What follows belongs to an exercise in optimizing a design on an open flow for small area, a short achievable clock period and few clock cycles; a production flow would make more cautious choices. Function was checked by simulation only, so behaviour that the tests miss may differ from the original. Power figures rest on the tool's default switching activity, not on a simulated workload.

--- flow/constraint.sdc ---
create_clock -name core_clock -period 6.5 [get_ports {clk}]
set_input_delay 1.3000 -clock core_clock [delete_from_list [all_inputs] [get_ports {clk}]]
set_output_delay 1.3000 -clock core_clock [all_outputs]
set_load 0.01 [all_outputs]
--- flow/config.mk ---
export PLATFORM = sky130hd
export DESIGN_NAME = AXIS_SA_WS
export DESIGN_NICKNAME = AXIS_SA_WS
export VERILOG_FILES = /design/flow/design.v
export SDC_FILE = /design/flow/constraint.sdc
export NUM_CORES = 8
export LEC_CHECK = 0
export CAP_MARGIN = 20
export CORE_MARGIN = 2
export CORE_UTILIZATION = 35
export SLEW_MARGIN = 20
--- flow/design.v ---
`timescale 1ns / 1ps
module PE_Core #(
    parameter DATA_WIDTH = 8
)(
    input clk,
    input rst_n,
    input data_flow,             
    input load,                  
    input drain,                 
    input signed [DATA_WIDTH-1:0] left,      
    input signed [2*DATA_WIDTH-1:0] up,  
    output reg signed [DATA_WIDTH-1:0] right,     
    output reg signed [2*DATA_WIDTH-1:0] down
);
    reg signed [DATA_WIDTH-1:0] weight_reg; 
    reg signed [2*DATA_WIDTH-1:0] ps_reg;   
    reg drain_1d;
    wire drain_neg;
    wire signed [2*DATA_WIDTH-1:0] temp_result;
    wire signed [DATA_WIDTH-1:0] mult_input_b;
    assign mult_input_b = (data_flow) ? weight_reg : up[DATA_WIDTH-1:0];
    multiplier u_multiplier(
        .clk(clk),
        .CE(1'b1),
        .SCLR(!rst_n),
        .A(left),
        .B(mult_input_b),  
        .P(temp_result)
    );
    always@(posedge clk or negedge rst_n) begin
        if (!rst_n) begin
            drain_1d <= 0;
        end else begin
            drain_1d <= drain;
        end
    end
    assign drain_neg = drain_1d && !drain;
    always @(posedge clk or negedge rst_n) begin
        if (!rst_n) begin
            right      <= 0;
            down       <= 0;
            weight_reg <= 0;
            ps_reg     <= 0;
        end else begin
            right <= left;
            if (data_flow) begin
                if (load) begin
                    weight_reg <= up[DATA_WIDTH-1:0];
                    down       <= up;
                end else begin
                    down <= up + temp_result;
                end
            end else begin
                down <= up; 
                if (drain || drain_1d) begin
                    if(drain_1d)
                        down <= up; 
                    else
                        down <= ps_reg; 
                    if(drain_neg)      
                        ps_reg <= 0;
                    else
                        ps_reg <= ps_reg;
                end else begin
                    ps_reg <= ps_reg + temp_result;
                end
            end
        end
    end
endmodule
module multiplier
#(parameter DATA_WIDTH = 8)
(
    input clk,CE,SCLR,
    input signed [DATA_WIDTH-1:0] A,
    input signed [DATA_WIDTH-1:0] B,
    input signed [2*DATA_WIDTH-1:0] C,
    output reg   [2*DATA_WIDTH-1:0] P
);
    always@(posedge clk or posedge SCLR)
        begin
            if(SCLR)
                P<=0;
            else
            if(CE)
                P<=A*B;
            else
                P<=P;
        end
endmodule
`timescale 1ns / 1ps
module PE_Status_Controller #(
    parameter ROWS = 8,
    parameter COLS = 8
)(
    input clk,
    input rst_n,
    input en,             
    input data_flow,      
    output reg drain_out,  
    output reg valid_out       
);
    localparam S_IDLE      = 0;
    localparam S_COMPUTE   = 1;
    localparam S_WAIT_CALC = 2;  
    localparam S_DRAINING  = 3;  
    reg [2:0] state, next_state;
    reg [7:0] cnt;
    reg os_valid;  
    localparam OS_WAIT_CYCLES = COLS;
    localparam OS_OUTPUT_CYCLES = ROWS + COLS;
    always @(posedge clk or negedge rst_n) begin
        if (!rst_n) state <= S_IDLE;
        else        state <= next_state;
    end
    always @(*) begin
        next_state = state;
        case(state)
            S_IDLE: begin
                if(en) next_state = S_COMPUTE;
            end
            S_COMPUTE: begin
                if(!en) next_state = S_WAIT_CALC; 
            end
            S_WAIT_CALC: begin
                if(cnt == OS_WAIT_CYCLES - 1) next_state = S_DRAINING;
            end
            S_DRAINING: begin
                if(cnt == OS_OUTPUT_CYCLES - 1) next_state = S_IDLE;
            end
            default: next_state = S_IDLE;
        endcase
    end
    always @(posedge clk or negedge rst_n) begin
        if (!rst_n) begin
            cnt <= 0;
            drain_out <= 0;
            os_valid <= 0;
        end else begin
            case(next_state)
                S_IDLE, S_COMPUTE: begin
                    cnt <= 0;
                    drain_out <= 0;
                    os_valid <= 0;
                end
                S_WAIT_CALC: begin
                    cnt <= cnt + 1;
                    drain_out <= 0;
                    os_valid <= 0;
                end
                S_DRAINING: begin
                    cnt <= cnt + 1;
                    drain_out <= 1; 
                    os_valid <= 1;
                end
            endcase
        end
    end
    localparam WS_LATENCY = ROWS;  
    reg [WS_LATENCY-1:0] ws_valid_shift;
    always @(posedge clk or negedge rst_n) begin
        if(!rst_n) begin
            ws_valid_shift <= 0;
        end else begin
            ws_valid_shift <= {ws_valid_shift[WS_LATENCY-2:0], en};
        end
    end
    wire ws_valid = ws_valid_shift[WS_LATENCY-1];
    always @(posedge clk or negedge rst_n) begin
        if(!rst_n) begin
            valid_out <= 0;
        end else begin
            valid_out <= (data_flow) ? ws_valid : os_valid;
        end
    end
endmodule
`timescale 1ns / 1ps
module PE_Array #(
    parameter DATA_WIDTH = 8,
    parameter ROWS = 8,
    parameter COLS = 8
)(
    input clk,
    input rst_n,
    input en,             
    input data_flow,      
    input load,           
    input acc_en,         
    input signed [ROWS*DATA_WIDTH-1:0] A,
    input signed [COLS*DATA_WIDTH-1:0] B,
    input signed [COLS*2*DATA_WIDTH-1:0] C_acc,
    output valid,         
    output signed [COLS*2*DATA_WIDTH-1:0] C_out,  
    output signed [ROWS*DATA_WIDTH-1:0] A_pass_out
);
    wire signed [DATA_WIDTH-1:0] w_hor [0:ROWS-1][0:COLS];
    wire signed [2*DATA_WIDTH-1:0] w_ver [0:ROWS][0:COLS-1];    
    wire internal_drain; 
    reg [COLS*2*DATA_WIDTH-1:0] C_acc_1d;
    always@(posedge clk or negedge rst_n) begin
        if (!rst_n) begin
            C_acc_1d <= 0;
        end else begin
            C_acc_1d <= C_acc;
        end
    end
    PE_Status_Controller #(
        .ROWS(ROWS),
        .COLS(COLS)
    ) u_controller (
        .clk(clk),
        .rst_n(rst_n),
        .en(en),
        .data_flow(data_flow),
        .drain_out(internal_drain),  
        .valid_out(valid)            
    );
    genvar i, j;
    generate
        for (i = 0; i < ROWS; i = i + 1) begin : A_Input_Map
            assign w_hor[i][0] = A[((i+1)*DATA_WIDTH)-1 -: DATA_WIDTH];
        end
        for (j = 0; j < COLS; j = j + 1) begin : B_Input_Map
            wire signed [DATA_WIDTH-1:0] b_curr_col;
            assign b_curr_col = B[((j+1)*DATA_WIDTH)-1 -: DATA_WIDTH];
            wire signed [2*DATA_WIDTH-1:0] acc_curr_col;
            assign acc_curr_col = C_acc_1d[((j+1)*2*DATA_WIDTH)-1 -: 2*DATA_WIDTH];
            wire signed [2*DATA_WIDTH-1:0] b_extended;
            assign b_extended = {{DATA_WIDTH{b_curr_col[DATA_WIDTH-1]}}, b_curr_col};
            assign w_ver[0][j] = (data_flow && load) ? b_extended :    
                                 (!data_flow)        ? b_extended :    
                                 (acc_en)            ? acc_curr_col :  
                                                       {(2*DATA_WIDTH){1'b0}};  
        end
    endgenerate
    generate
        for (i = 0; i < ROWS; i = i + 1) begin : Row_Gen
            for (j = 0; j < COLS; j = j + 1) begin : Col_Gen
                PE_Core #(
                    .DATA_WIDTH(DATA_WIDTH)
                ) u_pe (
                    .clk(clk),
                    .rst_n(rst_n),
                    .data_flow(data_flow),
                    .load(load),
                    .drain(internal_drain), 
                    .left (w_hor[i][j]),       
                    .up   (w_ver[i][j]),       
                    .right(w_hor[i][j+1]),     
                    .down (w_ver[i+1][j])      
                );
            end
        end
    endgenerate
    generate
        for (j = 0; j < COLS; j = j + 1) begin : Final_Output_Map
            assign C_out[((j+1)*2*DATA_WIDTH)-1 -: 2*DATA_WIDTH] = w_ver[ROWS][j];
        end
        for (i = 0; i < ROWS; i = i + 1) begin : A_Pass_Map
            assign A_pass_out[((i+1)*DATA_WIDTH)-1 -: DATA_WIDTH] = w_hor[i][COLS];
        end
    endgenerate
endmodule
`timescale 1ns / 1ps
module AXIS_SA_WS #(
    parameter DW = 8,        
    parameter OW = 16,       
    parameter P  = 8,        
    parameter Q  = 8        
)(
    input  wire clk,
    input  wire rst_n,
    input  wire load_control,
    input  wire [DW-1:0] s_axis_i_tdata,
    input  wire          s_axis_i_tvalid,
    output reg           s_axis_i_tready,
    input  wire          s_axis_i_tlast,
    output reg  [OW-1:0] m_axis_o_tdata,
    output reg           m_axis_o_tvalid,
    input  wire          m_axis_o_tready,
    output reg           m_axis_o_tlast
);  
    localparam  S_IDLE = 0,
                S_LOAD_input = 1,
                S_LOAD_weight = 2,
                S_SET_weight = 3,
                S_COMPUTE = 4,
                S_WRITE  = 5;
    reg [2:0] state, next_state;
    reg signed [DW-1:0] input_matrix [0:P-1][0:Q-1];
    reg signed [DW-1:0] weight_matrix [0:P-1][0:Q-1];
    reg signed [OW-1:0] result_matrix [0:P-1][0:Q-1];
    reg[7:0] mi_i,lj_i;
    reg[7:0] ii, ij;
    reg[7:0] mi_w,lj_w;
    reg[7:0] wi, wj;
    wire in_beat = s_axis_i_tvalid && s_axis_i_tready;
    wire in_last = in_beat && s_axis_i_tlast;
    always @(posedge clk or negedge rst_n) begin
        if(!rst_n) begin
            ii <= 0;
            ij <= 0;
            wi <= 0;    
            wj <= 0;
            s_axis_i_tready <= 0;
            for (mi_i = 0; mi_i < P; mi_i = mi_i + 1)
                for (lj_i = 0; lj_i < Q; lj_i = lj_i + 1)
                    input_matrix[mi_i][lj_i] <= 0;
            for (mi_w = 0; mi_w < P; mi_w = mi_w + 1)
                for (lj_w = 0; lj_w < Q; lj_w = lj_w + 1)
                    weight_matrix[mi_w][lj_w] <= 0;
        end
        else begin        
            if((state == S_LOAD_input && !in_last) || (state == S_LOAD_weight && !in_last))
                s_axis_i_tready <= 1;
            else s_axis_i_tready <= 0;
            if(state == S_LOAD_input && in_beat) begin
                input_matrix[ii][ij] <= s_axis_i_tdata;
                if(ij == Q-1) begin
                    ij <= 0;
                    ii <= ii + 1;
                end
                else begin
                    ij <= ij + 1;
                end
            end
            else if(state == S_LOAD_weight && in_beat) begin
                weight_matrix[wi][wj] <= s_axis_i_tdata;
                if(wj == Q-1) begin
                    wj <= 0;
                    wi <= wi + 1;
                end
                else begin
                    wj <= wj + 1;
                end
            end
            if(in_last) begin
                ii <= 0;
                ij <= 0;
                wi <= 0;
                wj <= 0;
            end
        end
    end
    reg compute_en;
    wire read_valid;
    wire data_flow = 1;
    reg load;
    wire acc_en = 0;
    wire [Q*OW-1:0]C_acc = 0;
    wire signed [P*DW-1:0] I_bus;
    wire signed [Q*DW-1:0] W_bus;
    wire signed [Q*OW-1:0] R_bus;
    reg  signed [DW-1:0] I_row [0:P-1];
    reg  signed [DW-1:0] W_col [0:Q-1];
    wire signed [OW-1:0] R_col [0:Q-1];
    genvar gi;
    generate
        for (gi = 0; gi < P; gi = gi + 1) begin: GEN_I_BUS
            assign I_bus[(gi+1)*DW-1 -: DW] = I_row[gi];
        end
        for (gi = 0; gi < Q; gi = gi + 1) begin: GEN_W_BUS
            assign W_bus[(gi+1)*DW-1 -: DW] = W_col[gi];
        end
        for (gi = 0; gi < Q; gi = gi + 1) begin: GEN_R_BUS
            assign R_col[gi] = R_bus[(gi+1)*OW-1 -: OW];
        end
    endgenerate
    PE_Array #(
        .ROWS(P),
        .COLS(Q),
        .DATA_WIDTH(DW)
    ) U_TILE (
        .clk(clk),
        .rst_n(rst_n),
        .en(compute_en),
        .valid(read_valid),
        .data_flow(data_flow),
        .load(load),
        .acc_en(acc_en),
        .A(I_bus),
        .B(W_bus),
        .C_out(R_bus),
        .C_acc(C_acc)
    );
    reg [7:0] load_cnt;
    reg [7:0] tile_cnt;
    wire [7:0] latency = P + Q - 1;
    reg [7:0] mi,lj;
    always @(posedge clk or negedge rst_n) begin
        if (!rst_n) begin
            tile_cnt <= 0;
            load_cnt <= 0;
            compute_en <= 0;
            load <= 0;
            for (mi = 0; mi < P; mi = mi + 1) I_row[mi] <= 0;
            for (lj = 0; lj < Q; lj = lj + 1) W_col[lj] <= 0;
        end
        else begin
            if(state == S_SET_weight) begin
                if(load_cnt == 0) load <= 1;
                else if(load_cnt == P) load <= 0;
                if(load_cnt < P) load_cnt <= load_cnt + 1;
                else load_cnt <= 0;
                if(load_cnt < P) begin
                    for (lj = 0; lj < Q; lj = lj + 1) W_col[lj] <= weight_matrix[P - 1 - load_cnt][lj]; 
                end
                else begin
                    for (lj = 0; lj < Q; lj = lj + 1) W_col[lj] <= 0;
                end
            end
            else if(state == S_COMPUTE) begin
                if(tile_cnt == 0) compute_en <= 1;
                else if (tile_cnt == latency) compute_en <= 0;
                if(tile_cnt < latency) tile_cnt <= tile_cnt + 1;
                else tile_cnt <= tile_cnt;
                if(tile_cnt < latency) begin
                    for (mi = 0; mi < P; mi = mi + 1) begin
                        if (mi <= tile_cnt && tile_cnt - mi < P) I_row[mi] <= input_matrix[tile_cnt - mi][mi];
                        else I_row[mi] <= 0;
                    end
                end
                else begin
                    for (mi = 0; mi < P; mi = mi + 1) I_row[mi] <= 0;
                end
            end
            else begin
                tile_cnt <= 0;
                load_cnt <= 0;
                compute_en <= 0;
                load <= 0;
                for (mi = 0; mi < P; mi = mi + 1) I_row[mi] <= 0;
                for (lj = 0; lj < Q; lj = lj + 1) W_col[lj] <= 0;
            end
        end
    end   
    reg[7:0] mi_r,lj_r;
    reg[7:0] read_cnt;
    wire [7:0] read_latency = P + Q - 1;
    always @(posedge clk or negedge rst_n) begin
        if (!rst_n) begin
            for (mi_r = 0; mi_r < P; mi_r = mi_r + 1)
                for (lj_r = 0; lj_r < Q; lj_r = lj_r + 1)
                    result_matrix[mi_r][lj_r] <= 0;
            read_cnt <= 0;
        end
        else begin
            if(read_valid) begin
                if(read_cnt < read_latency) read_cnt <= read_cnt + 1;
                else read_cnt <= 0;
                if(read_cnt < read_latency)begin
                    for (lj_r = 0; lj_r < Q; lj_r = lj_r + 1) begin
                        if (lj_r <= read_cnt && read_cnt - lj_r < P) result_matrix[read_cnt - lj_r][lj_r] <= R_col[lj_r];
                    end
                end
            end
            else read_cnt <= 0;
        end
    end
    reg[7:0] crow, ccol;
    always @(posedge clk or negedge rst_n) begin
        if (!rst_n) begin
            m_axis_o_tvalid <= 0;
            m_axis_o_tlast  <= 0;
            m_axis_o_tdata  <= {OW{1'b0}};
            crow <= 0;
            ccol <= 0;
        end
        else begin
            if (state == S_WRITE) begin
                if (!m_axis_o_tvalid || m_axis_o_tready) begin
                    if (m_axis_o_tvalid && m_axis_o_tlast) begin
                        m_axis_o_tvalid <= 0;
                        m_axis_o_tlast  <= 0;
                    end
                    else begin
                        m_axis_o_tvalid <= 1;
                        m_axis_o_tdata  <= result_matrix[crow][ccol];
                        if (crow == P-1 && ccol == Q-1) begin
                            m_axis_o_tlast <= 1;
                            crow <= 0;
                            ccol <= 0;
                        end
                        else begin
                            m_axis_o_tlast <= 0;
                            if (ccol == Q-1) begin
                                ccol <= 0;
                                crow <= crow + 1;
                            end
                            else begin
                                ccol <= ccol + 1;
                            end
                        end
                    end
                end
            end
            else begin
                m_axis_o_tvalid <= 0;
                m_axis_o_tlast  <= 0;
                crow <= 0;
                ccol <= 0;
            end
        end
    end
    always @(posedge clk or negedge rst_n) begin
        if(!rst_n) state <= S_IDLE;
        else       state <= next_state;
    end
    always @(*) begin
        next_state = state;
        case(state)
            S_IDLE: next_state = S_LOAD_input;
            S_LOAD_input: begin
                if(in_last) begin
                    if(load_control) next_state = S_LOAD_weight;
                    else next_state = S_COMPUTE;
                end
            end
            S_LOAD_weight: begin
                if(in_last) begin
                    next_state = S_SET_weight;
                end
            end
            S_SET_weight: begin
                if (load_cnt == P) next_state = S_COMPUTE;
            end
            S_COMPUTE: begin
                if(read_cnt == read_latency) next_state = S_WRITE;
            end
            S_WRITE: begin
               if(m_axis_o_tvalid && m_axis_o_tready && m_axis_o_tlast) next_state = S_IDLE;
            end
            default: next_state = S_IDLE;
        endcase
    end  
endmodule
--- flow/run.sh ---
#!/bin/bash
# synth_recipe.tcl (not shown) runs the flow's synth.tcl, then flattens the netlist and writes it again
# the make line also repeats each setting of config.mk as NAME=value (left out here)
make -C /OpenROAD-flow-scripts/flow DESIGN_CONFIG=/design/flow/config.mk WORK_HOME=/design/flow/orfs CLKGATE_MAP_FILE= SYNTH_SCRIPT=/design/flow/synth_recipe.tcl finish
==> impl_results.md <==
- CTS Hold Bufs: 0
- Worst r2r path cells: 18
- Async SR Flop Fraction: 100.0%
- Core footprint: 1.110 mm2
- Fin. Hold Viols: 0
- Pwr/cell area: approximately 210 mW/mm2
- Setup CP Type: reg2reg
- Register area share after synthesis: roughly a third
- # Post-CTS Setup Buffers: 0
- Routed via count: 273400
- Cell count after synthesis: 37640
- Synthesized flop and latch total: ~5300
- Main synth FF type: dfrtp_1
- Unrepaired setup endpoints after global routing: false
- Total grt overflow: 0
- Starting DRC count in detailed routing: 21270
- Cell Count, Final, Fillers Out: around 53000
- Nets: between 40000 and 50000
- Crit path max fanout: 9
- R2R Setup Slk: 1.12 ns
- Setup violations, final: 0
- IO buf count: 32
- H-tree Lvls: 6
- Clk root buf: clkbuf_16
- Drt total wl: ~1100000 um
- Die width: between 1000 and 1500 um
- Largest registers: U_TILE.Row_Gen.Col_Gen.u_pe.down: 1024 flops, U_TILE.Row_Gen.Col_Gen.u_pe.u_multiplier.P: 1024 flops, result_matrix: 1024 flops
- LEAKAGE: 216.8 nW
- Final core utilization: between 30% and 40%
- Pwr Total: 89.24 mW
- Status: complete, no violations
- Dpl cells: between 50000 and 60000
- Vias/cell: 5.162
- Commonest non-fill, non-tap cell in the layout: inv_1
- Worst VDD drop: roughly 0.22 mV
- CTS buffer count: between 600 and 700
- Max Slew Vio Count: 0
- Fmax: approximately 0.19 GHz
- Hold path startpoint: U_TILE.u_controller.ws_valid_shift[1]$_DFF_PN0_
- First-pass GRT wire length: 1729000 um
- Hold endpoint: U_TILE.u_controller.ws_valid_shift[2]$_DFF_PN0_
- Max-slew headroom: slightly below 7%
- Die area: 1.121 mm2
- Hpwl dp: 827300 um
- Synth cell types: between 90 and 100
- Number of max-cap violations: 0
- Clk buf depth: 5
- Worst skew pair latency: around 1.1 ns
- FP Rows: 387
- Antenna violations before repair: 90
- Hold crit path type: reg2reg
- Vias in the first global route: around 290k
- Clock transition at path regs: roughly 0.060 ns
- Crit. End Element: flop
- Setup TNS Final: 0 ns
- Remaining DRCs: 0
- Fill cell count: roughly 110k
- Worst Path Arrival: between 6 and 7 ns
- TritonRoute pass-1 iters: 10
- CTS tree: built
- Share of cells above drive strength 1: between 9 and 10%
- Largest net degree at the start of global routing: just under 200
- Layout area overhead: 10.15%
- Mean post-synth cell area: just over 10 um2
- EDFF count, synth: 0
- Crit share post-route: ~83%
- Clk_skew: approximately 0.094 ns
- Critical Path RT: 7.45 ns
- Mapped cell area: slightly below 0.4 mm2
- Initial Utilization: 35.08%
- Hold Path Stages: 0
- Final GP Congestion: 0.9257
- GRT Util Overall: about a fifth
- Worst r2r src: U_TILE.Row_Gen[7].Col_Gen[2].u_pe.right[3]$_DFF_PN0_
- Post-route ant nets: 0
- Slew @ Worst Pin: between 1 and 1.5 ns
- Clock Sinks: around 5300
- Post-layout min period: between 5 and 6 ns
- Setup crit start kind: flop
- Synth warn: 10
- Post-DR wirelength/cell: roughly 21 um
- Most frequent cells in the layout: 6319 x inv_1, 5275 x dfrtp_1, 3585 x fa_1, 2862 x ha_1, 2721 x and2_1
- WHS: ~0.34 ns
- Die height: 1059 um
- I/O pin total: 33
- Resized cells post-CTS: 0
-- power breakdown --
part / switching, mW / leakage, nW / internal (mW) / total, mW
clock network: 14.9 / 10.0 / 21.2 / 36.2
registers: 2.74 / 73.5 / 34.6 / 37.3
logic: 10.7 / 133 / 5.10 / 15.8
-- final cells by class --
cell class | instances | area [um2] | area share [%]
inverter | 6328 | 23760 | 5.541
tap | 14780 | 18500 | 4.313
timing repair buffer | 364 | 3552 | 0.8284
sequential | 5279 | 132100 | 30.81
antenna | 51 | 127.6 | 0.02976
multi-input combinational | 25070 | 230200 | 53.69
clock buffer | 835 | 17440 | 4.066
clock inverter | 242 | 3113 | 0.7260
-- critical path, cell delays in order (launching register included) --
cell	delay (ns)
dfrtp_1	1.02
nand2_1	0.19
fa_1	0.46
inv_1	0.08
fa_1	0.42
inv_1	0.10
fa_1	0.41
fa_1	0.49
inv_1	0.04
ha_1	0.31
nor2b_1	0.15
o21ai_0	0.12
a21boi_0	0.26
o21ai_0	0.15
a21boi_0	0.27
o21ai_0	0.16
a21boi_0	0.33
mux2i_1	0.22
nand2_1	0.07
-- Yosys cell counts (all sizes together), types with 64 or more instances --
cell,n,share of area (%)
ha,2874,9.2
dfrtp,5279,34
o2111ai,64,0.14
a31oi,126,0.20
a211oi,180,0.35
a222oi,219,0.56
o21bai,146,0.28
or3,124,0.20
nor3,454,0.58
buf,191,0.23
nor2b,294,0.47
a21oi,989,1.3
o31ai,170,0.33
clkbuf,773,0.75
nand4,86,0.14
mux2i,111,0.29
nor2,1569,1.5
a221oi,216,0.49
a21o,303,0.58
and3,168,0.27
inv,6321,6.1
o21a,110,0.21
xor2,449,1.0
mux2,2214,6.4
a211o,108,0.24
nand3,477,0.61
fa,3586,18
xnor2,1143,2.6
nand2b,218,0.35
a22o,103,0.23
nand2,2735,2.6
o21ai,1975,2.5
a21boi,189,0.36
and2,2724,4.4
a22oi,260,0.50
-- kinds of logic after synthesis --
group	count (synthesis)	synth area share [%]
AND/OR/NAND/NOR	9057	11.56
flip-flops	5279	33.93
XOR/XNOR	1594	3.594
AO/OA/AOI/OAI	5630	9.460
buffers and inverters	7292	7.076
multiplexers	2325	6.690
other	1	0.0009633
adder cells (fa/ha/maj)	6462	27.68
-- worst max path at each step --
stage | start | to | cells past startpoint
floorplan | I_row[6][7]$_DFFE_PN0N_ | flop | 19
global placement | U_TILE.Row_Gen[7].Col_Gen[2].u_pe.right[2]$_DFF_PN0_ | flop | 17
detailed placement | U_TILE.Row_Gen[7].Col_Gen[2].u_pe.right[1]$_DFF_PN0_ | flop | 17
CTS | U_TILE.Row_Gen[2].Col_Gen[3].u_pe.right[6]$_DFF_PN0_ | flop | 18
global route | U_TILE.Row_Gen[7].Col_Gen[2].u_pe.right[3]$_DFF_PN0_ | flop | 18
finish | U_TILE.Row_Gen[7].Col_Gen[2].u_pe.right[3]$_DFF_PN0_ | flop | 18
-- routing by layer --
layer	track usage, %	wire, um
met1	26.40	479700
met2	31.69	506000
met3	3.540	73100
met4	7.748	51210
met5	0	147
-- stage by stage --
step | cell area (um2) | setup slack (ns)
6_report | 428800 | 1.122
3_5_place_dp | 408000 | 1.224
4_1_cts | 428600 | 1.190
3_3_place_gp | 407900 | 1.288
2_1_floorplan | 389300 | 1.868
5_1_grt | 428700 | 0.7938
Testbench counts, summed over its fixed seeds: cycles 40,447.

## static timing again, ports no longer ideal
No port has a modelled driver above. Below, the same layout with a new extraction and two added sets of constraints.
Step 1 assumes that a clkbuf_16 drives the clock port and a buf_2 every other input.
Step 2, shift: input delay + t, output delay - t, t = (earliest + latest rising clock arrival at the registers) / 2. This alone moves slack from input paths to output paths.
a / b / c = ideal ports / drivers / drivers and shift; a / b = the first two.
t, ns: 1.214
setup WS [ns]: 1.122 / 1.122 / 1.122
hold slack, ns: 0.337 / 0.327 / 0.337
worst setup path after step 2: register to register
cell pins on the clock port's net: 1
After both steps setup and hold are still met in this run. The setup slack of this run moves by 0.000 ns with the drivers and by 0.000 ns with both steps.
